Source: an optimization exercise on an open RTL-to-GDS flow (aim: small area, a short achievable clock period and few clock cycles per item). Production flows keep margins and buffers that such runs may drop. No run shown here included a check of the RTL's function; only the layout flow was run.

==> flow/design.v <==
module cordic(
    input wire [31:0]   angle,
    input wire [1:0]    opt,
    input wire          enable,
    input wire          reset,
    input wire          clk,
    output wire signed [31:0] sin_out,
    output wire signed [31:0] cos_out,
    output wire               done
);
    localparam [17:0] K  = 18'd39797;
    localparam [17:0] NK = -18'd39797;
    function [15:0] atan_table;
        input [3:0] n;
        case (n)
            4'd2:  atan_table = 16'd16055;
            4'd3:  atan_table = 16'd8145;
            4'd4:  atan_table = 16'd4090;
            4'd5:  atan_table = 16'd2045;
            4'd6:  atan_table = 16'd1023;
            4'd7:  atan_table = 16'd512;
            4'd8:  atan_table = 16'd256;
            4'd9:  atan_table = 16'd128;
            4'd10: atan_table = 16'd64;
            4'd11: atan_table = 16'd32;
            4'd12: atan_table = 16'd16;
            4'd13: atan_table = 16'd8;
            4'd14: atan_table = 16'd4;
            default: atan_table = 16'd2;
        endcase
    endfunction
    reg signed [17:0] x, y;
    reg [15:0] z;
    reg [4:0]  m;                
    reg [3:0]  sa, sb;           
    reg        dx, dyn, dz;      
    reg        sat_r, neg_r;     
    reg        sin_en, cos_en;   
    wire done_r = m[4];
    wire run    = enable & ~done_r;
    wire first  = (m[3:0] == 4'd15);
    wire st1    = (m[3:0] == 4'd14);
    wire last   = (m[3:0] == 4'd0);
    wire [17:0] ys = y >>> sa;
    wire [17:0] xs = x >>> ~sb;
    wire [17:0] x_nx, y_nx;
    wire [15:0] z_nx;
    wire        ax_m = dx;
    wire [17:0] ax_b = ys ^ {18{ax_m}};
    wire [17:0] ax_p = x ^ ax_b;
    wire [17:0] ax_g = x & ax_b;
    wire ax_c0 = ax_g[0] | (ax_p[0] & ax_m);
    wire ax_G0 = ax_g[17] | (ax_p[17] & ax_g[16]);
    wire ax_P0 = ax_p[17] & ax_p[16];
    wire ax_G1 = ax_g[16] | (ax_p[16] & ax_g[15]);
    wire ax_P1 = ax_p[16] & ax_p[15];
    wire ax_G2 = ax_g[15] | (ax_p[15] & ax_g[14]);
    wire ax_P2 = ax_p[15] & ax_p[14];
    wire ax_G3 = ax_g[14] | (ax_p[14] & ax_g[13]);
    wire ax_P3 = ax_p[14] & ax_p[13];
    wire ax_G4 = ax_g[13] | (ax_p[13] & ax_g[12]);
    wire ax_P4 = ax_p[13] & ax_p[12];
    wire ax_G5 = ax_g[12] | (ax_p[12] & ax_g[11]);
    wire ax_P5 = ax_p[12] & ax_p[11];
    wire ax_G6 = ax_g[11] | (ax_p[11] & ax_g[10]);
    wire ax_P6 = ax_p[11] & ax_p[10];
    wire ax_G7 = ax_g[10] | (ax_p[10] & ax_g[9]);
    wire ax_P7 = ax_p[10] & ax_p[9];
    wire ax_G8 = ax_g[9] | (ax_p[9] & ax_g[8]);
    wire ax_P8 = ax_p[9] & ax_p[8];
    wire ax_G9 = ax_g[8] | (ax_p[8] & ax_g[7]);
    wire ax_P9 = ax_p[8] & ax_p[7];
    wire ax_G10 = ax_g[7] | (ax_p[7] & ax_g[6]);
    wire ax_P10 = ax_p[7] & ax_p[6];
    wire ax_G11 = ax_g[6] | (ax_p[6] & ax_g[5]);
    wire ax_P11 = ax_p[6] & ax_p[5];
    wire ax_G12 = ax_g[5] | (ax_p[5] & ax_g[4]);
    wire ax_P12 = ax_p[5] & ax_p[4];
    wire ax_G13 = ax_g[4] | (ax_p[4] & ax_g[3]);
    wire ax_P13 = ax_p[4] & ax_p[3];
    wire ax_G14 = ax_g[3] | (ax_p[3] & ax_g[2]);
    wire ax_P14 = ax_p[3] & ax_p[2];
    wire ax_G15 = ax_g[2] | (ax_p[2] & ax_g[1]);
    wire ax_P15 = ax_p[2] & ax_p[1];
    wire ax_G16 = ax_g[1] | (ax_p[1] & ax_c0);
    wire ax_G17 = ax_G0 | (ax_P0 & ax_G2);
    wire ax_P17 = ax_P0 & ax_P2;
    wire ax_G18 = ax_G1 | (ax_P1 & ax_G3);
    wire ax_P18 = ax_P1 & ax_P3;
    wire ax_G19 = ax_G2 | (ax_P2 & ax_G4);
    wire ax_P19 = ax_P2 & ax_P4;
    wire ax_G20 = ax_G3 | (ax_P3 & ax_G5);
    wire ax_P20 = ax_P3 & ax_P5;
    wire ax_G21 = ax_G4 | (ax_P4 & ax_G6);
    wire ax_P21 = ax_P4 & ax_P6;
    wire ax_G22 = ax_G5 | (ax_P5 & ax_G7);
    wire ax_P22 = ax_P5 & ax_P7;
    wire ax_G23 = ax_G6 | (ax_P6 & ax_G8);
    wire ax_P23 = ax_P6 & ax_P8;
    wire ax_G24 = ax_G7 | (ax_P7 & ax_G9);
    wire ax_P24 = ax_P7 & ax_P9;
    wire ax_G25 = ax_G8 | (ax_P8 & ax_G10);
    wire ax_P25 = ax_P8 & ax_P10;
    wire ax_G26 = ax_G9 | (ax_P9 & ax_G11);
    wire ax_P26 = ax_P9 & ax_P11;
    wire ax_G27 = ax_G10 | (ax_P10 & ax_G12);
    wire ax_P27 = ax_P10 & ax_P12;
    wire ax_G28 = ax_G11 | (ax_P11 & ax_G13);
    wire ax_P28 = ax_P11 & ax_P13;
    wire ax_G29 = ax_G12 | (ax_P12 & ax_G14);
    wire ax_P29 = ax_P12 & ax_P14;
    wire ax_G30 = ax_G13 | (ax_P13 & ax_G15);
    wire ax_P30 = ax_P13 & ax_P15;
    wire ax_G31 = ax_G14 | (ax_P14 & ax_G16);
    wire ax_G32 = ax_G15 | (ax_P15 & ax_c0);
    wire ax_G33 = ax_G17 | (ax_P17 & ax_G21);
    wire ax_P33 = ax_P17 & ax_P21;
    wire ax_G34 = ax_G18 | (ax_P18 & ax_G22);
    wire ax_P34 = ax_P18 & ax_P22;
    wire ax_G35 = ax_G19 | (ax_P19 & ax_G23);
    wire ax_P35 = ax_P19 & ax_P23;
    wire ax_G36 = ax_G20 | (ax_P20 & ax_G24);
    wire ax_P36 = ax_P20 & ax_P24;
    wire ax_G37 = ax_G21 | (ax_P21 & ax_G25);
    wire ax_P37 = ax_P21 & ax_P25;
    wire ax_G38 = ax_G22 | (ax_P22 & ax_G26);
    wire ax_P38 = ax_P22 & ax_P26;
    wire ax_G39 = ax_G23 | (ax_P23 & ax_G27);
    wire ax_P39 = ax_P23 & ax_P27;
    wire ax_G40 = ax_G24 | (ax_P24 & ax_G28);
    wire ax_P40 = ax_P24 & ax_P28;
    wire ax_G41 = ax_G25 | (ax_P25 & ax_G29);
    wire ax_P41 = ax_P25 & ax_P29;
    wire ax_G42 = ax_G26 | (ax_P26 & ax_G30);
    wire ax_P42 = ax_P26 & ax_P30;
    wire ax_G43 = ax_G27 | (ax_P27 & ax_G31);
    wire ax_G44 = ax_G28 | (ax_P28 & ax_G32);
    wire ax_G45 = ax_G29 | (ax_P29 & ax_G16);
    wire ax_G46 = ax_G30 | (ax_P30 & ax_c0);
    wire ax_G47 = ax_G33 | (ax_P33 & ax_G41);
    wire ax_P47 = ax_P33 & ax_P41;
    wire ax_G48 = ax_G34 | (ax_P34 & ax_G42);
    wire ax_P48 = ax_P34 & ax_P42;
    wire ax_G49 = ax_G35 | (ax_P35 & ax_G43);
    wire ax_G50 = ax_G36 | (ax_P36 & ax_G44);
    wire ax_G51 = ax_G37 | (ax_P37 & ax_G45);
    wire ax_G52 = ax_G38 | (ax_P38 & ax_G46);
    wire ax_G53 = ax_G39 | (ax_P39 & ax_G31);
    wire ax_G54 = ax_G40 | (ax_P40 & ax_G32);
    wire ax_G55 = ax_G41 | (ax_P41 & ax_G16);
    wire ax_G56 = ax_G42 | (ax_P42 & ax_c0);
    wire ax_G57 = ax_G47 | (ax_P47 & ax_G16);
    wire ax_G58 = ax_G48 | (ax_P48 & ax_c0);
    assign x_nx = ax_p ^ {ax_G58, ax_G49, ax_G50, ax_G51, ax_G52, ax_G53, ax_G54, ax_G55, ax_G56, ax_G43, ax_G44, ax_G45, ax_G46, ax_G31, ax_G32, ax_G16, ax_c0, ax_m};
    wire        ay_m = dyn;
    wire [17:0] ay_b = xs ^ {18{ay_m}};
    wire [17:0] ay_p = y ^ ay_b;
    wire [17:0] ay_g = y & ay_b;
    wire ay_c0 = ay_g[0] | (ay_p[0] & ay_m);
    wire ay_G0 = ay_g[17] | (ay_p[17] & ay_g[16]);
    wire ay_P0 = ay_p[17] & ay_p[16];
    wire ay_G1 = ay_g[16] | (ay_p[16] & ay_g[15]);
    wire ay_P1 = ay_p[16] & ay_p[15];
    wire ay_G2 = ay_g[15] | (ay_p[15] & ay_g[14]);
    wire ay_P2 = ay_p[15] & ay_p[14];
    wire ay_G3 = ay_g[14] | (ay_p[14] & ay_g[13]);
    wire ay_P3 = ay_p[14] & ay_p[13];
    wire ay_G4 = ay_g[13] | (ay_p[13] & ay_g[12]);
    wire ay_P4 = ay_p[13] & ay_p[12];
    wire ay_G5 = ay_g[12] | (ay_p[12] & ay_g[11]);
    wire ay_P5 = ay_p[12] & ay_p[11];
    wire ay_G6 = ay_g[11] | (ay_p[11] & ay_g[10]);
    wire ay_P6 = ay_p[11] & ay_p[10];
    wire ay_G7 = ay_g[10] | (ay_p[10] & ay_g[9]);
    wire ay_P7 = ay_p[10] & ay_p[9];
    wire ay_G8 = ay_g[9] | (ay_p[9] & ay_g[8]);
    wire ay_P8 = ay_p[9] & ay_p[8];
    wire ay_G9 = ay_g[8] | (ay_p[8] & ay_g[7]);
    wire ay_P9 = ay_p[8] & ay_p[7];
    wire ay_G10 = ay_g[7] | (ay_p[7] & ay_g[6]);
    wire ay_P10 = ay_p[7] & ay_p[6];
    wire ay_G11 = ay_g[6] | (ay_p[6] & ay_g[5]);
    wire ay_P11 = ay_p[6] & ay_p[5];
    wire ay_G12 = ay_g[5] | (ay_p[5] & ay_g[4]);
    wire ay_P12 = ay_p[5] & ay_p[4];
    wire ay_G13 = ay_g[4] | (ay_p[4] & ay_g[3]);
    wire ay_P13 = ay_p[4] & ay_p[3];
    wire ay_G14 = ay_g[3] | (ay_p[3] & ay_g[2]);
    wire ay_P14 = ay_p[3] & ay_p[2];
    wire ay_G15 = ay_g[2] | (ay_p[2] & ay_g[1]);
    wire ay_P15 = ay_p[2] & ay_p[1];
    wire ay_G16 = ay_g[1] | (ay_p[1] & ay_c0);
    wire ay_G17 = ay_G0 | (ay_P0 & ay_G2);
    wire ay_P17 = ay_P0 & ay_P2;
    wire ay_G18 = ay_G1 | (ay_P1 & ay_G3);
    wire ay_P18 = ay_P1 & ay_P3;
    wire ay_G19 = ay_G2 | (ay_P2 & ay_G4);
    wire ay_P19 = ay_P2 & ay_P4;
    wire ay_G20 = ay_G3 | (ay_P3 & ay_G5);
    wire ay_P20 = ay_P3 & ay_P5;
    wire ay_G21 = ay_G4 | (ay_P4 & ay_G6);
    wire ay_P21 = ay_P4 & ay_P6;
    wire ay_G22 = ay_G5 | (ay_P5 & ay_G7);
    wire ay_P22 = ay_P5 & ay_P7;
    wire ay_G23 = ay_G6 | (ay_P6 & ay_G8);
    wire ay_P23 = ay_P6 & ay_P8;
    wire ay_G24 = ay_G7 | (ay_P7 & ay_G9);
    wire ay_P24 = ay_P7 & ay_P9;
    wire ay_G25 = ay_G8 | (ay_P8 & ay_G10);
    wire ay_P25 = ay_P8 & ay_P10;
    wire ay_G26 = ay_G9 | (ay_P9 & ay_G11);
    wire ay_P26 = ay_P9 & ay_P11;
    wire ay_G27 = ay_G10 | (ay_P10 & ay_G12);
    wire ay_P27 = ay_P10 & ay_P12;
    wire ay_G28 = ay_G11 | (ay_P11 & ay_G13);
    wire ay_P28 = ay_P11 & ay_P13;
    wire ay_G29 = ay_G12 | (ay_P12 & ay_G14);
    wire ay_P29 = ay_P12 & ay_P14;
    wire ay_G30 = ay_G13 | (ay_P13 & ay_G15);
    wire ay_P30 = ay_P13 & ay_P15;
    wire ay_G31 = ay_G14 | (ay_P14 & ay_G16);
    wire ay_G32 = ay_G15 | (ay_P15 & ay_c0);
    wire ay_G33 = ay_G17 | (ay_P17 & ay_G21);
    wire ay_P33 = ay_P17 & ay_P21;
    wire ay_G34 = ay_G18 | (ay_P18 & ay_G22);
    wire ay_P34 = ay_P18 & ay_P22;
    wire ay_G35 = ay_G19 | (ay_P19 & ay_G23);
    wire ay_P35 = ay_P19 & ay_P23;
    wire ay_G36 = ay_G20 | (ay_P20 & ay_G24);
    wire ay_P36 = ay_P20 & ay_P24;
    wire ay_G37 = ay_G21 | (ay_P21 & ay_G25);
    wire ay_P37 = ay_P21 & ay_P25;
    wire ay_G38 = ay_G22 | (ay_P22 & ay_G26);
    wire ay_P38 = ay_P22 & ay_P26;
    wire ay_G39 = ay_G23 | (ay_P23 & ay_G27);
    wire ay_P39 = ay_P23 & ay_P27;
    wire ay_G40 = ay_G24 | (ay_P24 & ay_G28);
    wire ay_P40 = ay_P24 & ay_P28;
    wire ay_G41 = ay_G25 | (ay_P25 & ay_G29);
    wire ay_P41 = ay_P25 & ay_P29;
    wire ay_G42 = ay_G26 | (ay_P26 & ay_G30);
    wire ay_P42 = ay_P26 & ay_P30;
    wire ay_G43 = ay_G27 | (ay_P27 & ay_G31);
    wire ay_G44 = ay_G28 | (ay_P28 & ay_G32);
    wire ay_G45 = ay_G29 | (ay_P29 & ay_G16);
    wire ay_G46 = ay_G30 | (ay_P30 & ay_c0);
    wire ay_G47 = ay_G33 | (ay_P33 & ay_G41);
    wire ay_P47 = ay_P33 & ay_P41;
    wire ay_G48 = ay_G34 | (ay_P34 & ay_G42);
    wire ay_P48 = ay_P34 & ay_P42;
    wire ay_G49 = ay_G35 | (ay_P35 & ay_G43);
    wire ay_G50 = ay_G36 | (ay_P36 & ay_G44);
    wire ay_G51 = ay_G37 | (ay_P37 & ay_G45);
    wire ay_G52 = ay_G38 | (ay_P38 & ay_G46);
    wire ay_G53 = ay_G39 | (ay_P39 & ay_G31);
    wire ay_G54 = ay_G40 | (ay_P40 & ay_G32);
    wire ay_G55 = ay_G41 | (ay_P41 & ay_G16);
    wire ay_G56 = ay_G42 | (ay_P42 & ay_c0);
    wire ay_G57 = ay_G47 | (ay_P47 & ay_G16);
    wire ay_G58 = ay_G48 | (ay_P48 & ay_c0);
    assign y_nx = ay_p ^ {ay_G58, ay_G49, ay_G50, ay_G51, ay_G52, ay_G53, ay_G54, ay_G55, ay_G56, ay_G43, ay_G44, ay_G45, ay_G46, ay_G31, ay_G32, ay_G16, ay_c0, ay_m};
    reg [15:0] zc01;
    always @* begin
        case ({neg_r, dz})
            2'b01:   zc01 = -16'd16321;    
            2'b00:   zc01 = -16'd21087;
            2'b11:   zc01 =  16'd21087;
            default: zc01 =  16'd16321;    
        endcase
    end
    wire [15:0] z_b = st1 ? zc01 : atan_table(~m[3:0]);
    wire        az_m = dz & ~st1;
    wire [15:0] az_b = z_b ^ {16{az_m}};
    wire [15:0] az_p = z ^ az_b;
    wire [15:0] az_g = z & az_b;
    wire az_c0 = az_g[0] | (az_p[0] & az_m);
    wire az_G0 = az_g[15] | (az_p[15] & az_g[14]);
    wire az_P0 = az_p[15] & az_p[14];
    wire az_G1 = az_g[14] | (az_p[14] & az_g[13]);
    wire az_P1 = az_p[14] & az_p[13];
    wire az_G2 = az_g[13] | (az_p[13] & az_g[12]);
    wire az_P2 = az_p[13] & az_p[12];
    wire az_G3 = az_g[12] | (az_p[12] & az_g[11]);
    wire az_P3 = az_p[12] & az_p[11];
    wire az_G4 = az_g[11] | (az_p[11] & az_g[10]);
    wire az_P4 = az_p[11] & az_p[10];
    wire az_G5 = az_g[10] | (az_p[10] & az_g[9]);
    wire az_P5 = az_p[10] & az_p[9];
    wire az_G6 = az_g[9] | (az_p[9] & az_g[8]);
    wire az_P6 = az_p[9] & az_p[8];
    wire az_G7 = az_g[8] | (az_p[8] & az_g[7]);
    wire az_P7 = az_p[8] & az_p[7];
    wire az_G8 = az_g[7] | (az_p[7] & az_g[6]);
    wire az_P8 = az_p[7] & az_p[6];
    wire az_G9 = az_g[6] | (az_p[6] & az_g[5]);
    wire az_P9 = az_p[6] & az_p[5];
    wire az_G10 = az_g[5] | (az_p[5] & az_g[4]);
    wire az_P10 = az_p[5] & az_p[4];
    wire az_G11 = az_g[4] | (az_p[4] & az_g[3]);
    wire az_P11 = az_p[4] & az_p[3];
    wire az_G12 = az_g[3] | (az_p[3] & az_g[2]);
    wire az_P12 = az_p[3] & az_p[2];
    wire az_G13 = az_g[2] | (az_p[2] & az_g[1]);
    wire az_P13 = az_p[2] & az_p[1];
    wire az_G14 = az_g[1] | (az_p[1] & az_c0);
    wire az_G15 = az_G0 | (az_P0 & az_G2);
    wire az_P15 = az_P0 & az_P2;
    wire az_G16 = az_G1 | (az_P1 & az_G3);
    wire az_P16 = az_P1 & az_P3;
    wire az_G17 = az_G2 | (az_P2 & az_G4);
    wire az_P17 = az_P2 & az_P4;
    wire az_G18 = az_G3 | (az_P3 & az_G5);
    wire az_P18 = az_P3 & az_P5;
    wire az_G19 = az_G4 | (az_P4 & az_G6);
    wire az_P19 = az_P4 & az_P6;
    wire az_G20 = az_G5 | (az_P5 & az_G7);
    wire az_P20 = az_P5 & az_P7;
    wire az_G21 = az_G6 | (az_P6 & az_G8);
    wire az_P21 = az_P6 & az_P8;
    wire az_G22 = az_G7 | (az_P7 & az_G9);
    wire az_P22 = az_P7 & az_P9;
    wire az_G23 = az_G8 | (az_P8 & az_G10);
    wire az_P23 = az_P8 & az_P10;
    wire az_G24 = az_G9 | (az_P9 & az_G11);
    wire az_P24 = az_P9 & az_P11;
    wire az_G25 = az_G10 | (az_P10 & az_G12);
    wire az_P25 = az_P10 & az_P12;
    wire az_G26 = az_G11 | (az_P11 & az_G13);
    wire az_P26 = az_P11 & az_P13;
    wire az_G27 = az_G12 | (az_P12 & az_G14);
    wire az_G28 = az_G13 | (az_P13 & az_c0);
    wire az_G29 = az_G15 | (az_P15 & az_G19);
    wire az_P29 = az_P15 & az_P19;
    wire az_G30 = az_G16 | (az_P16 & az_G20);
    wire az_P30 = az_P16 & az_P20;
    wire az_G31 = az_G17 | (az_P17 & az_G21);
    wire az_P31 = az_P17 & az_P21;
    wire az_G32 = az_G18 | (az_P18 & az_G22);
    wire az_P32 = az_P18 & az_P22;
    wire az_G33 = az_G19 | (az_P19 & az_G23);
    wire az_P33 = az_P19 & az_P23;
    wire az_G34 = az_G20 | (az_P20 & az_G24);
    wire az_P34 = az_P20 & az_P24;
    wire az_G35 = az_G21 | (az_P21 & az_G25);
    wire az_P35 = az_P21 & az_P25;
    wire az_G36 = az_G22 | (az_P22 & az_G26);
    wire az_P36 = az_P22 & az_P26;
    wire az_G37 = az_G23 | (az_P23 & az_G27);
    wire az_G38 = az_G24 | (az_P24 & az_G28);
    wire az_G39 = az_G25 | (az_P25 & az_G14);
    wire az_G40 = az_G26 | (az_P26 & az_c0);
    wire az_G41 = az_G29 | (az_P29 & az_G37);
    wire az_G42 = az_G30 | (az_P30 & az_G38);
    wire az_G43 = az_G31 | (az_P31 & az_G39);
    wire az_G44 = az_G32 | (az_P32 & az_G40);
    wire az_G45 = az_G33 | (az_P33 & az_G27);
    wire az_G46 = az_G34 | (az_P34 & az_G28);
    wire az_G47 = az_G35 | (az_P35 & az_G14);
    wire az_G48 = az_G36 | (az_P36 & az_c0);
    assign z_nx = az_p ^ {az_G42, az_G43, az_G44, az_G45, az_G46, az_G47, az_G48, az_G37, az_G38, az_G39, az_G40, az_G27, az_G28, az_G14, az_c0, az_m};
    wire [31:0] ua = angle ^ {32{angle[31]}};
    wire angle_sat = (|ua[30:17]) | (ua[16:0] >= 17'h1BF00);
    wire signed [17:0] a18 = angle[17:0];
    wire d1 = angle[31] ? (a18 >= -18'sd51472) : (a18 >= 18'sd51472);
    wire d_nx = first ? (angle_sat ? ~angle[31] : d1)
                      : (sat_r ? ~neg_r : ~z_nx[15]);
    always @(posedge clk) begin
        sat_r  <= angle_sat;
        neg_r  <= angle[31];
        sin_en <= ~opt[0];
        cos_en <= ~(opt[1] & opt[0]);
        if (run) begin
            z   <= first ? angle[15:0] : z_nx;
            dx  <= d_nx;
            dyn <= ~d_nx;
            dz  <= d_nx;
            sa  <= first ? 4'd1 : sa + 4'd1;
            sb  <= first ? 4'he : ~(sa + 4'd1);
        end
    end
    always @(posedge clk or posedge reset) begin
        if (reset) begin
            x  <= K;
            y  <= 18'd0;
            m  <= 5'd15;
        end else if (run) begin
            if (!first) x <= (last & ~cos_en) ? 18'd0 : x_nx;
            y  <= first ? (angle[31] ? NK : K) :
                  (last & ~sin_en) ? 18'd0 : y_nx;
            m  <= m - 5'd1;
        end
    end
    assign done    = done_r;
    assign sin_out = {{14{y[17]}}, y};
    assign cos_out = {{14{x[17]}}, x};
endmodule
==> flow/flow/run.sh <==
#!/bin/bash
# The standard layout (standard.sh) with extra ORFS settings: port buffers
# made from sky130_fd_sc_hd__buf_1. ORFS writes each step's log under orfs/logs;
# make's own output goes to make.log.
set -euo pipefail
bash standard.sh 'BUFFER_PORTS_ARGS=-buffer_cell sky130_fd_sc_hd__buf_1' finish > make.log 2>&1
==> flow/standard.sh <==
#!/bin/bash
# synth_recipe.tcl (not shown) runs the flow's synth.tcl, then flattens the netlist and writes it again
# the make line also repeats each setting of config.mk as NAME=value (left out here)
make -C /OpenROAD-flow-scripts/flow DESIGN_CONFIG=/design/flow/config.mk WORK_HOME=/design/flow/orfs CLKGATE_MAP_FILE= SYNTH_SCRIPT=/design/flow/synth_recipe.tcl "${@:-finish}"
==> flow/config.mk <==
export PLATFORM = sky130hd
export DESIGN_NAME = cordic
export DESIGN_NICKNAME = cordic
export VERILOG_FILES = /design/flow/design.v
export SDC_FILE = /design/flow/constraint.sdc
export NUM_CORES = 4
export LEC_CHECK = 0
export ABC_AREA = 1
export CAP_MARGIN = 20
export CORE_MARGIN = 2
export CORE_UTILIZATION = 40
export CTS_BUF_LIST = sky130_fd_sc_hd__clkbuf_8
export CTS_CLUSTER_DIAMETER = 100
export CTS_CLUSTER_SIZE = 40
export SETUP_SLACK_MARGIN = 3.5
export SLEW_MARGIN = 20
==> flow/constraint.sdc <==
create_clock -name core_clock -period 7.0 [get_ports {clk}]
set_input_delay 1.4000 -clock core_clock [delete_from_list [all_inputs] [get_ports {clk}]]
set_output_delay 1.4000 -clock core_clock [all_outputs]
set_load 0.01 [all_outputs]
==> results.sh, run 1 <==
export IMPL_start_util_pct=40.7
export IMPL_hold_violations=0
export IMPL_synth_warnings=1
export IMPL_clkLatencyLatePin_ps=390
export IMPL_dr_wl_met3_mm=1.11
export IMPL_crit_buf_inv=3
export IMPL_slowest_stage="edfxtp_1"
export IMPL_synth_ff_type="dfrtp_1"
export IMPL_max_stage_delay_ps=390
export IMPL_fin_nets=1340
export IMPL_h_tree_depth=3
export IMPL_setup_viol=0
export IMPL_fin_cells=1513
export IMPL_vias=7921
export IMPL_drt_initial_drc_count=453
export IMPL_routabilityCongestion=0.923
export IMPL_cp_top_family="simple AND/OR/NAND/NOR gates"
export IMPL_whs_endpoint="x[15]$_DFFE_PP1P_"
export IMPL_clock_sinks=71
export IMPL_fmax_mhz=305
export IMPL_synth_distinct_cells=57
export IMPL_synthAdderAreaFrac_pct=9.79
export IMPL_track_usage_pct=22.5
export IMPL_die_h_um=144
export IMPL_grt_pass1_wl_mm=37.0
export IMPL_io_buffer_count=101
export IMPL_coreArea_um2=19400
export IMPL_area_growth_pct=13.3
export IMPL_yosysTopAreaCell="nand2_1"
export IMPL_wl_per_cell_um=15.3
export IMPL_pre_cts_ws_ps=3240
export IMPL_worstPathArrival_ps=3570
export IMPL_synthArstFlopShare_pct=57.7
export IMPL_hold_buffers=0
export IMPL_clk_path_buf_depth=2
export IMPL_antenna_found_initial=0
export IMPL_synth_simple_gate_area_share_pct=26.8
export IMPL_syn_nets=1242
export IMPL_drc=0
export IMPL_dp_cells=1451
export IMPL_grt_start_max_net_pins=42
export IMPL_routed_wirelength_mm=23.1
export IMPL_fin_ws_ps=3720
export IMPL_crit_top_cell="nand2_1"
export IMPL_path_cells="buf_4 > buf_4 > nand2_1 > o21ai_0 > o21ai_1 > mux2i_1 > o21ai_1 > xor2_2 > inv_1 > ha_1 > nand2_1 > nor4_2 > nand2_1 > nand2_4 > nand2_1 > nand3b_1 > nand3_1 > a22oi_1"
export IMPL_synth_top_family_by_area="simple AND/OR/NAND/NOR gates"
export IMPL_synth_cells=1145
export IMPL_r2r_slack_ps=3720
export IMPL_dr_wl_met2_mm=10.9
export IMPL_cp_start_kind="flop"
export IMPL_end_kind="flop"
export IMPL_r2r_start="sb[0]$_SDFFCE_PP0P_"
export IMPL_final_setup_tns_ps=0
export IMPL_gr_total_overflow=0
export IMPL_synth_top_cell_area_share_pct=13.2
export IMPL_firstDrtPassIters=5
export IMPL_avgSynthCellArea_um2=6.90
export IMPL_path_clk_slew_ps=80
export IMPL_synthMuxAreaShare_pct=0.507
export IMPL_ant_nets=0
export IMPL_rsz0062_at_grt="false"
export IMPL_min_from="x[15]$_DFFE_PP1P_"
export IMPL_hold_slack_ps=525
export IMPL_fp_row_count=51
export IMPL_hpwl_mm=17.1
export IMPL_rr_worst_depth=18
export IMPL_reg2reg_to="y[13]$_DFFE_PP0P_"
export IMPL_die_area_um2=20900
export IMPL_path_max_fanout=5
export IMPL_cts_tree="done"
export IMPL_synth_area_top_cells="nand2_1, edfxtp_1, ha_1"
export IMPL_finalCritPeriodShare_pct=46.8
export IMPL_synth_seq_cells=71
export IMPL_period_minus_slack_ps=3280
export IMPL_routed_top_layer="met4"
export IMPL_crit_type="reg -> reg"
export IMPL_synth_compound_area_share_pct=21.2
export IMPL_ys_seq_area_share_pct=24.1
export IMPL_post_drt_via_cell_ratio=5.24
export IMPL_drv_slew=0
export IMPL_slew_headroom_pct=46.0
export IMPL_skew_ps=9.87
export IMPL_max_cap_violations=0
export IMPL_required_ps=7290
export IMPL_cts_buffers=9
export IMPL_wl_met1_mm=10.6
export IMPL_mostFrequentLayoutCells="nand2_1, buf_1, inv_1"
export IMPL_clock_root_buffer="clkbuf_8"
export IMPL_netlist_area_um2=7900
export IMPL_grt_pass1_vias=7411
export IMPL_synthXorXnorAreaFrac_pct=7.21
export IMPL_hp_class="reg -> reg"
export IMPL_final_common_cell="nand2_1"
export IMPL_hold_path_depth=2
export IMPL_tightest_slew_ps=809
export IMPL_die_width_um=144
export IMPL_io_pins=102
export IMPL_n_antenna_cell=0
export IMPL_final_layout_size_suffix_gt1_share_pct=14.1
export IMPL_outcome="no timing/DRC/antenna violations"
export IMPL_synth_enable_flop_cells=26
-- flip-flops by register name, indices dropped and copies added (netlist names) --
name    cells
x          18
y          18
sb          4
cos_en      1
dyn         1
dx          1
sin_en      1
sa          4
m           5
neg_r       1
z          16
sat_r       1
-- timing repair --
item | 4_1_cts | 5_1_grt
gates resized for setup | 2 | 65
setup buffers | 10 | 34
endpoints found under the setup margin | 11 | 29
cloned | 1 | 1
pin swaps | 1 | 14
-- synthesized netlist by cell type (all sizes together) (8+ instances only) --
| cell type | n |
|---|---|
| dfrtp | 27 |
| xor2 | 58 |
| clkbuf | 17 |
| a22oi | 9 |
| o21ai | 144 |
| a21oi | 95 |
| nand2 | 299 |
| inv | 111 |
| or2 | 9 |
| nor2 | 56 |
| nand4 | 8 |
| o211ai | 11 |
| dfstp | 14 |
| buf | 46 |
| nor3 | 11 |
| nand3 | 83 |
| ha | 57 |
| edfxtp | 26 |
-- routing by layer --
layer | vias to the layer above | track usage, %
met5 | - | 0
met4 | 0 | 6.69
met3 | 32 | 3.91
met2 | 204 | 37.8
met1 | 3632 | 29.6
li1 | 4053 | -
-- stage by stage --
stage,utilization (%),area (µm²)
CTS,44.1,8550
global route,46.1,8950
floorplan,-,7900
detailed placement,42.5,8250
global placement,42.5,8250
finish,46.1,8950
-- worst max path at each step --
stage | start | endpoint | slack, ps | depth (start not counted)
floorplan | m[1]$_DFFE_PP1P_ | z[12]$_DFFE_PP_ | 3770 | 18
global placement | sa[0]$_SDFFCE_PP1P_ | x[14]$_DFFE_PP0P_ | 3320 | 15
detailed placement | sa[0]$_SDFFCE_PP1P_ | x[14]$_DFFE_PP0P_ | 3240 | 15
CTS | sa[2]$_SDFFCE_PP0P_ | x[10]$_DFFE_PP0P_ | 3500 | 14
global route | sb[0]$_SDFFCE_PP0P_ | y[13]$_DFFE_PP0P_ | 3480 | 19
finish | sb[0]$_SDFFCE_PP0P_ | y[13]$_DFFE_PP0P_ | 3720 | 18
-- worst min-delay path: cells and delay by family, from the launching register on --
family	cells	cell delay, ps
DFF	1	410
and+or+nand+nor	2	120
-- layout make-up --
cell class / count / area [µm²]
Fill cell: 2058 / 10500
Multi-Input combinational cell: 900 / 5300
Sequential cell: 71 / 1910
Timing Repair Buffer: 148 / 747
Inverter: 112 / 447
Tap cell: 265 / 332
Clock buffer: 11 / 151
Clock inverter: 5 / 55.1
Timing Repair inverter: 1 / 7.51
-- cells by family (layout without fill, tap and decap cells) --
| group | Yosys count | in the layout |
|---|---|---|
| XOR/XNOR | 65 | 65 |
| AND/OR/NAND/NOR | 476 | 477 |
| flip-flops | 71 | 71 |
| buffers and inverters | 175 | 277 |
| multiplexers | 4 | 4 |
| adder cells (fa/ha/maj) | 60 | 60 |
| AO/OA/AOI/OAI | 294 | 294 |
==> run 2, diff against run 1 <==
--- a/flow/design.v
+++ b/flow/design.v
@@ -42,10 +42,12 @@
     wire st1    = (m[3:0] == 4'd14);
     wire last   = (m[3:0] == 4'd0);
-    wire [17:0] ys = y >>> sa;
-    wire [17:0] xs = x >>> ~sb;
+    wire [17:0] yi = y ^ {18{dx}};
+    wire [17:0] xi = x ^ {18{dyn}};
+    wire [17:0] ys = $signed(yi) >>> sa;
+    wire [17:0] xs = $signed(xi) >>> ~sb;
     wire [17:0] x_nx, y_nx;
     wire [15:0] z_nx;
     wire        ax_m = dx;
-    wire [17:0] ax_b = ys ^ {18{ax_m}};
+    wire [17:0] ax_b = ys;
     wire [17:0] ax_p = x ^ ax_b;
     wire [17:0] ax_g = x & ax_b;
@@ -154,5 +156,5 @@
     assign x_nx = ax_p ^ {ax_G58, ax_G49, ax_G50, ax_G51, ax_G52, ax_G53, ax_G54, ax_G55, ax_G56, ax_G43, ax_G44, ax_G45, ax_G46, ax_G31, ax_G32, ax_G16, ax_c0, ax_m};
     wire        ay_m = dyn;
-    wire [17:0] ay_b = xs ^ {18{ay_m}};
+    wire [17:0] ay_b = xs;
     wire [17:0] ay_p = y ^ ay_b;
     wire [17:0] ay_g = y & ay_b;
--- a/flow/config.mk
+++ b/flow/config.mk
@@ -11,6 +11,5 @@
 export CORE_UTILIZATION = 40
 export CTS_BUF_LIST = sky130_fd_sc_hd__clkbuf_8
-export CTS_CLUSTER_DIAMETER = 100
-export CTS_CLUSTER_SIZE = 40
-export SETUP_SLACK_MARGIN = 3.5
+export CTS_CLUSTER_SIZE = 24
+export SETUP_SLACK_MARGIN = 3.6
 export SLEW_MARGIN = 20
==> results.sh, run 2 <==
export IMPL_max_cap_violations=0
export IMPL_synth_cells=1188
export IMPL_drt_initial_drc_count=601
export IMPL_synth_area_top_cells="nand2_1, o21ai_0, edfxtp_1"
export IMPL_gr_total_overflow=0
export IMPL_hold_violations=0
export IMPL_reg_top3="x (18), y (18), z (16)"
export IMPL_grt_start_max_net_pins=42
export IMPL_min_from="x[15]$_DFFE_PP1P_"
export IMPL_coreArea_um2=19400
export IMPL_hpwl_mm=17.4
export IMPL_rsz0062_at_grt="true"
export IMPL_fmax_mhz=303
export IMPL_worstPathArrival_ps=3620
export IMPL_r2r_slack_ps=3700
export IMPL_die_width_um=145
export IMPL_die_area_um2=20900
export IMPL_synth_distinct_cells=53
export IMPL_cts_tree="done"
export IMPL_clock_root_buffer="clkbuf_8"
export IMPL_multi_input_area_um2=5640
export IMPL_seqCellArea_um2=1910
export IMPL_synth_top_family_by_area="simple AND/OR/NAND/NOR gates"
export IMPL_clkLatencyLatePin_ps=390
export IMPL_setup_viol=0
export IMPL_fin_nets=1395
export IMPL_final_layout_size_suffix_gt1_share_pct=16.7
export IMPL_routabilityCongestion=0.895
export IMPL_end_kind="flop"
export IMPL_synth_top_cell_area_share_pct=14.4
export IMPL_wl_per_cell_um=15.3
export IMPL_rr_worst_depth=18
export IMPL_cts_buffers=9
export IMPL_crit_type="reg -> reg"
export IMPL_slowest_stage="fa_2"
export IMPL_max_stage_delay_ps=440
export IMPL_synth_simple_gate_area_share_pct=25.1
export IMPL_synth_warnings=1
export IMPL_yosysTopAreaCell="nand2_1"
export IMPL_synthXorXnorAreaFrac_pct=6.87
export IMPL_reg2reg_to="y[12]$_DFFE_PP0P_"
export IMPL_skew_ps=17.8
export IMPL_track_usage_pct=22.1
export IMPL_synthAdderAreaFrac_pct=10.3
export IMPL_antenna_found_initial=0
export IMPL_synth_compound_area_share_pct=21.7
export IMPL_hp_class="reg -> reg"
export IMPL_path_clk_slew_ps=90
export IMPL_synth_enable_flop_cells=26
export IMPL_r2r_start="dyn$_DFFE_PP_"
export IMPL_path_cells="buf_12 > buf_4 > xor2_2 > nor2_1 > a311oi_2 > o22ai_1 > nand2_1 > o21ai_2 > fa_2 > fa_2 > o21ai_4 > a21oi_2 > o21ai_2 > buf_4 > a21oi_1 > nand2_1 > nand3_1 > a21oi_1"
export IMPL_synthArstFlopShare_pct=57.7
export IMPL_die_h_um=145
export IMPL_drv_slew=0
export IMPL_ant_nets=0
export IMPL_routed_wirelength_mm=23.9
export IMPL_synth_ff_type="dfrtp_1"
export IMPL_grt_pass1_vias=7090
export IMPL_avgSynthCellArea_um2=6.65
export IMPL_final_setup_tns_ps=0
export IMPL_mostFrequentLayoutCells="nand2_1, o21ai_0, inv_1"
export IMPL_post_drt_via_cell_ratio=5.20
export IMPL_h_tree_depth=3
export IMPL_slew_headroom_pct=34.6
export IMPL_synthMuxAreaShare_pct=0.886
export IMPL_clk_path_buf_depth=2
export IMPL_finalCritPeriodShare_pct=47.2
export IMPL_cp_start_kind="flop"
export IMPL_netlist_area_um2=7910
export IMPL_vias=8141
export IMPL_n_antenna_cell=0
export IMPL_io_pins=102
export IMPL_tightest_slew_ps=981
export IMPL_whs_endpoint="x[15]$_DFFE_PP1P_"
export IMPL_synth_most_common_cell="nand2_1"
export IMPL_nFillCells=2035
export IMPL_io_buffer_count=101
export IMPL_area_growth_pct=19.5
export IMPL_synth_seq_cells=71
export IMPL_clock_sinks=71
export IMPL_required_ps=7320
export IMPL_path_max_fanout=16
export IMPL_grt_pass1_wl_mm=36.3
export IMPL_ys_seq_area_share_pct=24.1
export IMPL_period_minus_slack_ps=3300
export IMPL_hold_buffers=0
export IMPL_hold_path_depth=2
export IMPL_synthTopCellsByCount="nand2_1, o21ai_0, inv_1, a21oi_1, nor2_1"
export IMPL_start_util_pct=40.8
export IMPL_final_common_cell="nand2_1"
export IMPL_firstDrtPassIters=7
export IMPL_fp_row_count=51
export IMPL_drc=0
export IMPL_syn_nets=1287
export IMPL_outcome="no timing/DRC/antenna violations"
==> run 2: timing repair <==
item | CTS | global route
pin swaps | 4 | 34
gates resized for setup | 24 | 148
buffers inserted | 15 | 41
setup endpoints to repair | 29 | 36
cloned | 2 | 2
==> run 2: layout make-up <==
cell class,count,share of cell area (%)
clock buffer,11,1.60
tap,265,3.51
inverter,124,5.21
multi-input combinational,926,59.7
timing repair buffer,161,9.26
clock inverter,5,0.331
timing repair inverter,3,0.212
sequential,71,20.2
==> run 2: worst max-delay path by stage <==
| stage | endpoint | depth (start not counted) | slack [ps] | start |
|---|---|---|---|---|
| finish | y[12]$_DFFE_PP0P_ | 18 | 3700 | dyn$_DFFE_PP_ |
| global route | x[10]$_DFFE_PP0P_ | 18 | 3500 | dx$_DFFE_PP_ |
| CTS | y[10]$_DFFE_PP0P_ | 18 | 3580 | x[8]$_DFFE_PP1P_ |
| detailed placement | y[10]$_DFFE_PP0P_ | 18 | 2950 | dyn$_DFFE_PP_ |
| global placement | y[16]$_DFFE_PP0P_ | 18 | 2980 | dyn$_DFFE_PP_ |
| floorplan | y[16]$_DFFE_PP0P_ | 19 | 3730 | dyn$_DFFE_PP_ |
==> run 2: logic make-up after synthesis <==
group	count (synthesis)
AND/OR/NAND/NOR	478
XOR/XNOR	62
multiplexers	7
flip-flops	71
buffers and inverters	191
AO/OA/AOI/OAI	317
adder cells (fa/ha/maj)	62
==> run 2: worst max-delay path: cells and delay by family (launching register included) <==
family	cells	cell delay (ps)
fa+ha+maj	2	830
simple gates	4	300
xor+xnor	1	160
buf+inv	3	490
flops	1	420
compound gates	8	1040
==> run 2: per-stage QoR <==
stage	setup WS [ps]	instance area [µm²]	hold WS, ps	std cells	utilization [%]
CTS	3580	8610	511	1523	44.4
global placement	2980	8230	503	1490	42.4
detailed placement	2950	8230	500	1490	42.4
floorplan	3730	7910	492	1188	-
finish	3700	9440	510	1566	48.7
global route	3500	9440	526	1566	48.7
==> run 2: layer usage <==
layer	global-route usage, %	wire [µm]
met5	0	0
met3	3.15	1010
met2	35.1	11200
met1	30.9	11200
met4	7.31	501
==> run 3, diff against run 2 <==
--- a/flow/config.mk
+++ b/flow/config.mk
@@ -12,4 +12,4 @@
 export CTS_BUF_LIST = sky130_fd_sc_hd__clkbuf_8
 export CTS_CLUSTER_SIZE = 24
-export SETUP_SLACK_MARGIN = 3.6
+export SETUP_SLACK_MARGIN = 3.5
 export SLEW_MARGIN = 20
==> results.sh, run 3 <==
export IMPL_outcome="no timing/DRC/antenna violations"
export IMPL_drv_slew=0
export IMPL_end_kind="flop"
export IMPL_fp_row_count=51
export IMPL_path_max_fanout=5
export IMPL_final_setup_tns_ps=0
export IMPL_skew_ps=19.5
export IMPL_vias=8111
export IMPL_path_clk_slew_ps=80
export IMPL_crit_start="m[1]$_DFFE_PP1P_"
export IMPL_max_cap_violations=0
export IMPL_ys_seq_area_share_pct=24.1
export IMPL_tightest_slew_ps=960
export IMPL_synthXorXnorAreaFrac_pct=6.87
export IMPL_synth_seq_cells=71
export IMPL_h_tree_depth=3
export IMPL_die_width_um=145
export IMPL_syn_nets=1287
export IMPL_clk_path_buf_depth=2
export IMPL_mostFrequentLayoutCells="nand2_1, o21ai_0, inv_1"
export IMPL_die_h_um=145
export IMPL_drt_initial_drc_count=471
export IMPL_io_buffer_count=101
export IMPL_slew_headroom_pct=36.0
export IMPL_synth_enable_flop_cells=26
export IMPL_setup_viol=0
export IMPL_min_from="x[15]$_DFFE_PP1P_"
export IMPL_synthMuxAreaShare_pct=0.886
export IMPL_track_usage_pct=21.9
export IMPL_r2r_start="m[1]$_DFFE_PP1P_"
export IMPL_ant_nets=0
export IMPL_period_minus_slack_ps=3340
export IMPL_grt_start_max_net_pins=42
export IMPL_required_ps=7130
export IMPL_synth_simple_gate_area_share_pct=25.1
export IMPL_rsz0062_at_grt="true"
export IMPL_nFillCells=2081
export IMPL_n_antenna_cell=0
export IMPL_clkLatencyLatePin_ps=390
export IMPL_start_util_pct=40.8
export IMPL_synth_area_top_cells="nand2_1, o21ai_0, edfxtp_1"
export IMPL_yosysTopAreaCell="nand2_1"
export IMPL_clock_root_buffer="clkbuf_8"
export IMPL_area_growth_pct=14.0
export IMPL_grt_pass1_vias=7041
export IMPL_hpwl_mm=17.4
export IMPL_coreArea_um2=19400
export IMPL_hold_buffers=0
export IMPL_synth_warnings=1
export IMPL_hp_class="reg -> reg"
export IMPL_synth_compound_area_share_pct=21.7
export IMPL_synthTopCellsByCount="nand2_1, o21ai_0, inv_1, a21oi_1, nor2_1"
export IMPL_cp_start_kind="flop"
export IMPL_reg_top3="x (18), y (18), z (16)"
export IMPL_firstDrtPassIters=5
export IMPL_r2r_slack_ps=3660
export IMPL_routed_wirelength_mm=23.2
export IMPL_wl_per_cell_um=15.0
export IMPL_final_common_cell="nand2_1"
export IMPL_synth_top_family_by_area="simple AND/OR/NAND/NOR gates"
export IMPL_netlist_area_um2=7910
export IMPL_gr_total_overflow=0
export IMPL_synth_most_common_cell="nand2_1"
export IMPL_clock_sinks=71
export IMPL_synthAdderAreaFrac_pct=10.3
export IMPL_avgSynthCellArea_um2=6.65
export IMPL_hold_violations=0
export IMPL_fin_nets=1375
export IMPL_antenna_found_initial=0
export IMPL_synth_distinct_cells=53
export IMPL_synthArstFlopShare_pct=57.7
export IMPL_cts_buffers=9
export IMPL_finalCritPeriodShare_pct=47.7
export IMPL_grt_pass1_wl_mm=36.0
export IMPL_synth_ff_type="dfrtp_1"
export IMPL_fmax_mhz=300
export IMPL_routabilityCongestion=0.895
export IMPL_die_area_um2=20900
export IMPL_crit_type="reg -> reg"
export IMPL_worstPathArrival_ps=3470
export IMPL_io_pins=102
export IMPL_synth_cells=1188
export IMPL_synth_top_cell_area_share_pct=14.4
export IMPL_final_layout_size_suffix_gt1_share_pct=11.9
export IMPL_cts_tree="done"
export IMPL_post_drt_via_cell_ratio=5.25
export IMPL_drc=0
==> run 3: repair_timing <==
item,CTS,global route
resized for setup,15,78
setup buffers,9,29
pin swaps,4,14
setup endpoints to repair,29,32
gates cloned,1,1
hold endpoints to repair,0,0
==> run 3: path summary, 6_finish.rpt <==
kind                                           to  depth (start not counted)
max in group asynchronous       y[17]$_DFFE_PP0P_                          2
worst max-delay path              z[12]$_DFFE_PP_                         18
worst min-delay path            x[15]$_DFFE_PP1P_                          2
min in group asynchronous        x[3]$_DFFE_PP0P_                          2
worst max register to register    z[12]$_DFFE_PP_                         18
worst min register to register  x[15]$_DFFE_PP1P_                          2
==> run 3: cell families after synthesis <==
family | after synthesis
simple gates | 478
compound gates | 317
buf+inv | 191
xor+xnor | 62
flops | 71
mux | 7
fa+ha+maj | 62
==> run 3: metal layers <==
layer / wire length (µm) / share of wire (%) / vias up / track usage [%]
met2: 10700 / 46 / 197 / 34.7
met4: 423 / 1.8 / 0 / 7.15
met1: 11100 / 48 / 3739 / 30.8
met5: 0 / 0 / - / 0
met3: 948 / 4.1 / 32 / 3.08
li1: - / - / 4143 / -
==> run 3: cell type report <==
class	count	area, µm²	share of cell area, %
clock buffer	11	151	1.68
multi-input combinational	926	5380	59.7
timing repair buffer	142	704	7.82
tap	265	332	3.68
sequential	71	1910	21.2
clock inverter	5	31.3	0.347
timing repair inverter	2	15.0	0.167
inverter	124	493	5.47
==> run 3: per-stage QoR <==
stage | util, % | cell area [µm²] | hold WS, ps | std cells | setup slack, ps
2_1_floorplan | - | 7910 | 492 | 1188 | 3730
3_3_place_gp | 42.4 | 8230 | 503 | 1490 | 2980
3_5_place_dp | 42.4 | 8230 | 500 | 1490 | 2950
4_1_cts | 44.0 | 8540 | 511 | 1516 | 3460
5_1_grt | 46.5 | 9010 | 526 | 1546 | 3420
6_report | 46.5 | 9010 | 506 | 1546 | 3660
==> run 3: worst max-delay path: stages (launching register included) <==
cell	delay, ps
dfstp_2	610
clkinvlp_4	150
ha_1	310
inv_1	60
nand2_1	80
nand3_1	120
nand2_1	90
nand2_1	80
and2_1	180
fa_2	360
nand3_1	80
nand2_1	110
a21oi_2	220
inv_1	80
a21o_1	180
nand2_1	60
nand2_1	50
xor2_1	170
o21ai_0	90
==> run 4, diff against run 3 <==
--- a/flow/design.v
+++ b/flow/design.v
@@ -32,18 +32,17 @@
     reg signed [17:0] x, y;
     reg [15:0] z;
-    reg [4:0]  m;                
-    reg [3:0]  sa, sb;           
+    reg [4:0]  n;                
     reg        dx, dyn, dz;      
     reg        sat_r, neg_r;     
     reg        sin_en, cos_en;   
-    wire done_r = m[4];
+    wire done_r = n[4];
     wire run    = enable & ~done_r;
-    wire first  = (m[3:0] == 4'd15);
-    wire st1    = (m[3:0] == 4'd14);
-    wire last   = (m[3:0] == 4'd0);
+    wire first  = (n[3:0] == 4'd0);
+    wire st1    = (n[3:0] == 4'd1);
+    wire last   = (n[3:0] == 4'd15);
     wire [17:0] yi = y ^ {18{dx}};
     wire [17:0] xi = x ^ {18{dyn}};
-    wire [17:0] ys = $signed(yi) >>> sa;
-    wire [17:0] xs = $signed(xi) >>> ~sb;
+    wire [17:0] ys = $signed(yi) >>> n[3:0];
+    wire [17:0] xs = $signed(xi) >>> n[3:0];
     wire [17:0] x_nx, y_nx;
     wire [15:0] z_nx;
@@ -271,5 +270,5 @@
         endcase
     end
-    wire [15:0] z_b = st1 ? zc01 : atan_table(~m[3:0]);
+    wire [15:0] z_b = st1 ? zc01 : atan_table(n[3:0]);
     wire        az_m = dz & ~st1;
     wire [15:0] az_b = z_b ^ {16{az_m}};
@@ -377,6 +376,4 @@
             dyn <= ~d_nx;
             dz  <= d_nx;
-            sa  <= first ? 4'd1 : sa + 4'd1;
-            sb  <= first ? 4'he : ~(sa + 4'd1);
         end
     end
@@ -385,10 +382,10 @@
             x  <= K;
             y  <= 18'd0;
-            m  <= 5'd15;
+            n  <= 5'd0;
         end else if (run) begin
             if (!first) x <= (last & ~cos_en) ? 18'd0 : x_nx;
             y  <= first ? (angle[31] ? NK : K) :
                   (last & ~sin_en) ? 18'd0 : y_nx;
-            m  <= m - 5'd1;
+            n  <= n + 5'd1;
         end
     end
--- a/flow/config.mk
+++ b/flow/config.mk
@@ -12,4 +12,4 @@
 export CTS_BUF_LIST = sky130_fd_sc_hd__clkbuf_8
 export CTS_CLUSTER_SIZE = 24
-export SETUP_SLACK_MARGIN = 3.5
+export SETUP_SLACK_MARGIN = 3.7
 export SLEW_MARGIN = 20
==> results.sh, run 4 <==
export IMPL_outcome="no timing/DRC/antenna violations"
export IMPL_synth_area_top_cells="nand2_1, dfrtp_1, ha_1"
export IMPL_die_width_um=142
export IMPL_synthMuxAreaShare_pct=1.32
export IMPL_die_area_um2=20000
export IMPL_clock_root_buffer="clkbuf_8"
export IMPL_coreArea_um2=18600
export IMPL_post_drt_via_cell_ratio=5.40
export IMPL_gr_total_overflow=0
export IMPL_drt_initial_drc_count=511
export IMPL_grt_pass1_vias=6950
export IMPL_fp_row_count=50
export IMPL_nFillCells=1898
export IMPL_synthAdderAreaFrac_pct=10.6
export IMPL_drc=0
export IMPL_synth_ff_type="dfrtp_1"
export IMPL_syn_nets=1226
export IMPL_period_minus_slack_ps=3260
export IMPL_clkLatencyLatePin_ps=370
export IMPL_wl_per_cell_um=15.7
export IMPL_hp_class="reg -> reg"
export IMPL_synth_seq_cells=63
export IMPL_worstPathArrival_ps=3530
export IMPL_cts_buffers=9
export IMPL_synth_distinct_cells=59
export IMPL_pre_cts_ws_ps=2730
export IMPL_rr_worst_depth=21
export IMPL_synth_compound_area_share_pct=22.5
export IMPL_grt_start_max_net_pins=55
export IMPL_mostFrequentLayoutCells="nand2_1, buf_1, inv_1"
export IMPL_fmax_mhz=307
export IMPL_hold_slack_ps=527
export IMPL_finalCritPeriodShare_pct=46.6
export IMPL_die_h_um=142
export IMPL_required_ps=7260
export IMPL_avgSynthCellArea_um2=6.71
export IMPL_synthTopCellsByCount="nand2_1, o21ai_0, a21oi_1, inv_1, nor2_1"
export IMPL_grt_pass1_wl_mm=35.5
export IMPL_n_antenna_cell=0
export IMPL_routabilityCongestion=0.911
export IMPL_synth_cells=1128
export IMPL_vias=7820
export IMPL_slew_headroom_pct=37.9
export IMPL_setup_viol=0
export IMPL_cp_start_kind="flop"
export IMPL_synthXorXnorAreaFrac_pct=7.35
export IMPL_path_max_fanout=7
export IMPL_synth_top_cell_area_share_pct=14.0
export IMPL_h_tree_depth=3
export IMPL_ant_nets=0
export IMPL_end_kind="flop"
export IMPL_rsz0062_at_grt="true"
export IMPL_io_pins=102
export IMPL_start_util_pct=40.6
export IMPL_crit_type="reg -> reg"
export IMPL_tightest_slew_ps=930
export IMPL_fin_area_um2=9040
export IMPL_netlist_area_um2=7570
export IMPL_hpwl_mm=16.4
export IMPL_reg_top3="x (18), y (18), z (16)"
export IMPL_clock_sinks=63
export IMPL_skew_ps=10.5
export IMPL_hold_violations=0
export IMPL_path_clk_slew_ps=90
export IMPL_cts_tree="done"
export IMPL_synth_enable_flop_cells=18
export IMPL_synth_warnings=1
export IMPL_fin_ws_ps=3740
export IMPL_synth_most_common_cell="nand2_1"
export IMPL_max_cap_violations=0
export IMPL_firstDrtPassIters=6
export IMPL_track_usage_pct=22.1
export IMPL_drv_slew=0
export IMPL_yosysTopAreaCell="nand2_1"
export IMPL_final_common_cell="nand2_1"
export IMPL_synth_top_family_by_area="simple AND/OR/NAND/NOR gates"
export IMPL_dpl_cell_area_um2=7830
export IMPL_fin_nets=1306
export IMPL_final_layout_size_suffix_gt1_share_pct=17.8
export IMPL_synth_simple_gate_area_share_pct=25.8
export IMPL_clk_path_buf_depth=2
export IMPL_antenna_found_initial=0
export IMPL_finalCoreUtilization_pct=48.5
export IMPL_area_growth_pct=19.4
export IMPL_hold_buffers=0
export IMPL_synthArstFlopShare_pct=65.1
export IMPL_routed_wirelength_mm=22.7
export IMPL_final_setup_tns_ps=0
export IMPL_io_buffer_count=101
export IMPL_ys_seq_area_share_pct=21.9
export IMPL_hold_path_depth=2
-- run 4: path summary, 6_finish.rpt --
kind,startpoint,endpoint,slack [ps]
max,dx$_DFFE_PP_,x[10]$_DFFE_PP0P_,3740
min,x[8]$_DFFE_PP1P_,x[8]$_DFFE_PP1P_,530
max reg2reg,dx$_DFFE_PP_,x[10]$_DFFE_PP0P_,3740
min reg2reg,x[8]$_DFFE_PP1P_,x[8]$_DFFE_PP1P_,530
max in group asynchronous,reset,n[3]$_DFFE_PP0P_,5110
min in group asynchronous,reset,y[13]$_DFFE_PP0P_,1210
-- run 4: logic make-up (layout without fill, tap and decap cells) --
kind of cell	count (synthesis)	after routing
multiplexers	10	10
buffers and inverters	164	249
adder cells (fa/ha/maj)	61	61
flip-flops	63	63
AND/OR/NAND/NOR	463	463
XOR/XNOR	61	61
AO/OA/AOI/OAI	306	306
-- run 4: final cells by class --
cell class / instances / area (µm²) / share of cell area [%]
clock inverter: 7 / 73.8 / 0.816
sequential: 63 / 1670 / 18.5
clock buffer: 9 / 124 / 1.37
tap: 234 / 293 / 3.24
multi-input combinational: 901 / 5700 / 63.1
timing repair buffer: 142 / 787 / 8.70
inverter: 91 / 393 / 4.34
-- run 4: timing repair --
item | in CTS | in global routing
endpoints found under the setup margin | 53 | 36
gates resized for setup | 76 | 107
cloned | 0 | 1
pin swaps | 14 | 29
buffers inserted | 19 | 16
-- run 4: metal layers --
metal / share of wire (%) / global-route usage [%] / vias to the layer above
li1: - / - / 3961
met1: 49 / 32.8 / 3594
met2: 44 / 33.9 / 238
met3: 5.0 / 2.16 / 27
met4: 1.6 / 6.74 / 0
met5: 0 / 0 / -
-- run 4: worst max-delay path, stage by stage (launching register included) --
cell and delay, ps:
edfxtp_1 450, buf_12 180, buf_12 150, xor2_2 200, mux2i_1 130, nand2_1 100, o21ai_2 60, nand2_1 60
o211ai_1 80, nand2_1 90, o21ai_2 70, fa_2 380, inv_2 80, fa_2 210, nand3_2 90, nand2_4 110
a21boi_2 80, o21ai_2 200, a31oi_2 120, or2_1 210, nand3_1 60, nand2_1 50
-- run 4: stage by stage --
stage / std cells
after global routing: 1447
after floorplan: 1128
after detailed placement: 1395
final: 1447
after global placement: 1395
after CTS: 1430
==> run 5, diff against run 4 <==
--- a/flow/config.mk
+++ b/flow/config.mk
@@ -12,4 +12,4 @@
 export CTS_BUF_LIST = sky130_fd_sc_hd__clkbuf_8
 export CTS_CLUSTER_SIZE = 24
-export SETUP_SLACK_MARGIN = 3.7
+export SETUP_SLACK_MARGIN = 3.5
 export SLEW_MARGIN = 20
==> results.sh, run 5 <==
export IMPL_synth_distinct_cells=59
export IMPL_h_tree_depth=3
export IMPL_netlist_area_um2=7570
export IMPL_drc=0
export IMPL_fin_nets=1287
export IMPL_rr_worst_depth=19
export IMPL_period_minus_slack_ps=3360
export IMPL_drt_initial_drc_count=616
export IMPL_hold_violations=0
export IMPL_cts_tree="done"
export IMPL_setup_viol=0
export IMPL_slew_headroom_pct=38.1
export IMPL_path_clk_slew_ps=80
export IMPL_area_growth_pct=12.7
export IMPL_crit_type="reg -> reg"
export IMPL_final_layout_size_suffix_gt1_share_pct=11.4
export IMPL_hpwl_mm=16.4
export IMPL_n_antenna_cell=0
export IMPL_routabilityCongestion=0.911
export IMPL_gr_total_overflow=0
export IMPL_path_max_fanout=10
export IMPL_fmax_mhz=298
export IMPL_synth_enable_flop_cells=18
export IMPL_mostFrequentLayoutCells="nand2_1, buf_1, o21ai_0"
export IMPL_yosysTopAreaCell="nand2_1"
export IMPL_die_h_um=142
export IMPL_synth_area_top_cells="nand2_1, dfrtp_1, ha_1"
export IMPL_tightest_slew_ps=927
export IMPL_reg_top3="x (18), y (18), z (16)"
export IMPL_syn_nets=1226
export IMPL_synth_top_cell_area_share_pct=14.0
export IMPL_routed_wirelength_mm=21.8
export IMPL_coreArea_um2=18600
export IMPL_track_usage_pct=21.4
export IMPL_wl_per_cell_um=15.3
export IMPL_grt_start_max_net_pins=55
export IMPL_outcome="no timing/DRC/antenna violations"
export IMPL_avgSynthCellArea_um2=6.71
export IMPL_slowest_stage="edfxtp_1"
export IMPL_post_drt_via_cell_ratio=5.33
export IMPL_firstDrtPassIters=5
export IMPL_antenna_found_initial=0
export IMPL_die_width_um=142
export IMPL_drv_slew=0
export IMPL_hold_path_depth=2
export IMPL_synth_seq_cells=63
export IMPL_fp_row_count=50
export IMPL_synthArstFlopShare_pct=65.1
export IMPL_clk_path_buf_depth=2
export IMPL_cp_start_kind="flop"
export IMPL_ys_seq_area_share_pct=21.9
export IMPL_clock_root_buffer="clkbuf_8"
export IMPL_final_setup_tns_ps=0
export IMPL_die_area_um2=20000
export IMPL_io_buffer_count=101
export IMPL_rsz0062_at_grt="true"
export IMPL_end_kind="flop"
export IMPL_hp_class="reg -> reg"
export IMPL_max_stage_delay_ps=460
export IMPL_cp_top_family="compound AO/OA/AOI/OAI gates"
export IMPL_grt_pass1_wl_mm=34.5
export IMPL_cp_depth=19
export IMPL_required_ps=7260
export IMPL_finalCritPeriodShare_pct=48.0
export IMPL_synth_most_common_cell="nand2_1"
export IMPL_max_cap_violations=0
export IMPL_io_pins=102
export IMPL_vias=7613
export IMPL_synthTopCellsByCount="nand2_1, o21ai_0, a21oi_1, inv_1, nor2_1"
export IMPL_path_cells="buf_12 > buf_8 > buf_4 > xnor2_2 > o21ai_0 > o211ai_1 > nand2_1 > o21ai_2 > fa_2 > inv_4 > fa_2 > nand3_1 > nand2_2 > a21boi_2 > o21ai_2 > a31oi_1 > or2_1 > nand3_1 > nand2_1"
export IMPL_ant_nets=0
export IMPL_cts_buffers=9
export IMPL_start_util_pct=40.6
export IMPL_crit_buf_inv=4
export IMPL_synth_cells=1128
export IMPL_synth_warnings=1
export IMPL_clkLatencyLatePin_ps=370
export IMPL_skew_ps=9.25
export IMPL_clock_sinks=63
export IMPL_final_common_cell="nand2_1"
export IMPL_grt_pass1_vias=6773
export IMPL_worstPathArrival_ps=3620
export IMPL_synth_ff_type="dfrtp_1"
==> run 5: worst paths after layout <==
path	startpoint	to	slack (ps)
min reg2reg	x[8]$_DFFE_PP1P_	x[8]$_DFFE_PP1P_	520
max reg2reg	dx$_DFFE_PP_	x[10]$_DFFE_PP0P_	3640
max in group asynchronous	reset	n[0]$_DFFE_PP0P_	5120
min	x[8]$_DFFE_PP1P_	x[8]$_DFFE_PP1P_	520
min in group asynchronous	reset	y[13]$_DFFE_PP0P_	1210
max	dx$_DFFE_PP_	x[10]$_DFFE_PP0P_	3640
==> run 5: repair_timing <==
action	in CTS	in global routing
resized for setup	14	76
pin swaps	0	11
hold buffers	0	0
setup endpoints to repair	51	37
buffers inserted	3	14
cloned	0	0
==> run 5: metal layers <==
layer / up-vias / track usage, % / wire length [µm]
li1: 3910 / - / -
met5: - / 0 / 0
met2: 247 / 32.4 / 9490
met1: 3442 / 32.0 / 10900
met4: 0 / 6.26 / 252
met3: 14 / 2.50 / 1160
==> run 5: through the flow <==
| stage | cell area (µm²) | hold WS [ps] | setup slack [ps] | instances | utilization [%] |
|---|---|---|---|---|---|
| after floorplan | 7570 | 493 | 3740 | 1128 | - |
| after global placement | 7830 | 505 | 2820 | 1395 | 42.0 |
| after detailed placement | 7830 | 509 | 2730 | 1395 | 42.0 |
| after CTS | 8100 | 520 | 3460 | 1414 | 43.5 |
| after global routing | 8530 | 551 | 3430 | 1428 | 45.8 |
| final | 8530 | 520 | 3640 | 1428 | 45.8 |
==> run 5: logic make-up after synthesis <==
group           count (synthesis)  synth area share [%]
fa+ha+maj                      61                  10.6
buf+inv                       164                  10.6
flops                          63                  21.9
xor+xnor                       61                  7.35
compound gates                306                  22.5
simple gates                  463                  25.8
mux                            10                  1.32
==> run 5: layout make-up <==
type,count,area [µm²]
fill,1943,10100
multi-input combinational,901,5390
sequential,63,1670
timing repair buffer,123,616
inverter,91,374
tap,234,293
clock buffer,9,124
clock inverter,7,73.8
==> run 5: worst register-to-register path: cells and delay by family (launching register included) <==
kind | cells | cell delay, ps
buffers and inverters | 4 | 590
adder cells (fa/ha/maj) | 2 | 650
flip-flops | 1 | 460
AO/OA/AOI/OAI | 6 | 800
XOR/XNOR | 1 | 140
AND/OR/NAND/NOR | 6 | 620

## afterwards: timing with drivers on the ports
The results above use ideal ports. As a check the final layouts listed here were re-extracted and re-timed, cells and wires unchanged. Step 1: set_driving_cell puts a clkbuf_16 on clk and a buf_2 on each other input, an assumption about the parent block. Step 2 also shifts input and output timing later by t, the mid clock arrival at the registers, as if the neighbouring blocks saw the same clock. Three values: no drivers, after step 1, after step 2; two values: the first two.
run	t, ns	slack for setup (ns)	hold slack, ns
run 1	0.423	3.721 / 3.721 / 3.455	0.525 / 0.525 / 0.525
run 2	0.421	3.699 / 3.699 / 3.453	0.510 / 0.510 / 0.510
run 3	0.416	3.664 / 3.664 / 3.341	0.506 / 0.506 / 0.506
run 4	0.409	3.738 / 3.738 / 3.548	0.527 / 0.527 / 0.527
run 5	0.406	3.641 / 3.641 / 3.383	0.520 / 0.520 / 0.520
After both steps setup and hold are still met in every run listed. The setup slack of run 3, which loses most, moves by 0.000 ns with the drivers and by -0.323 ns with both steps.
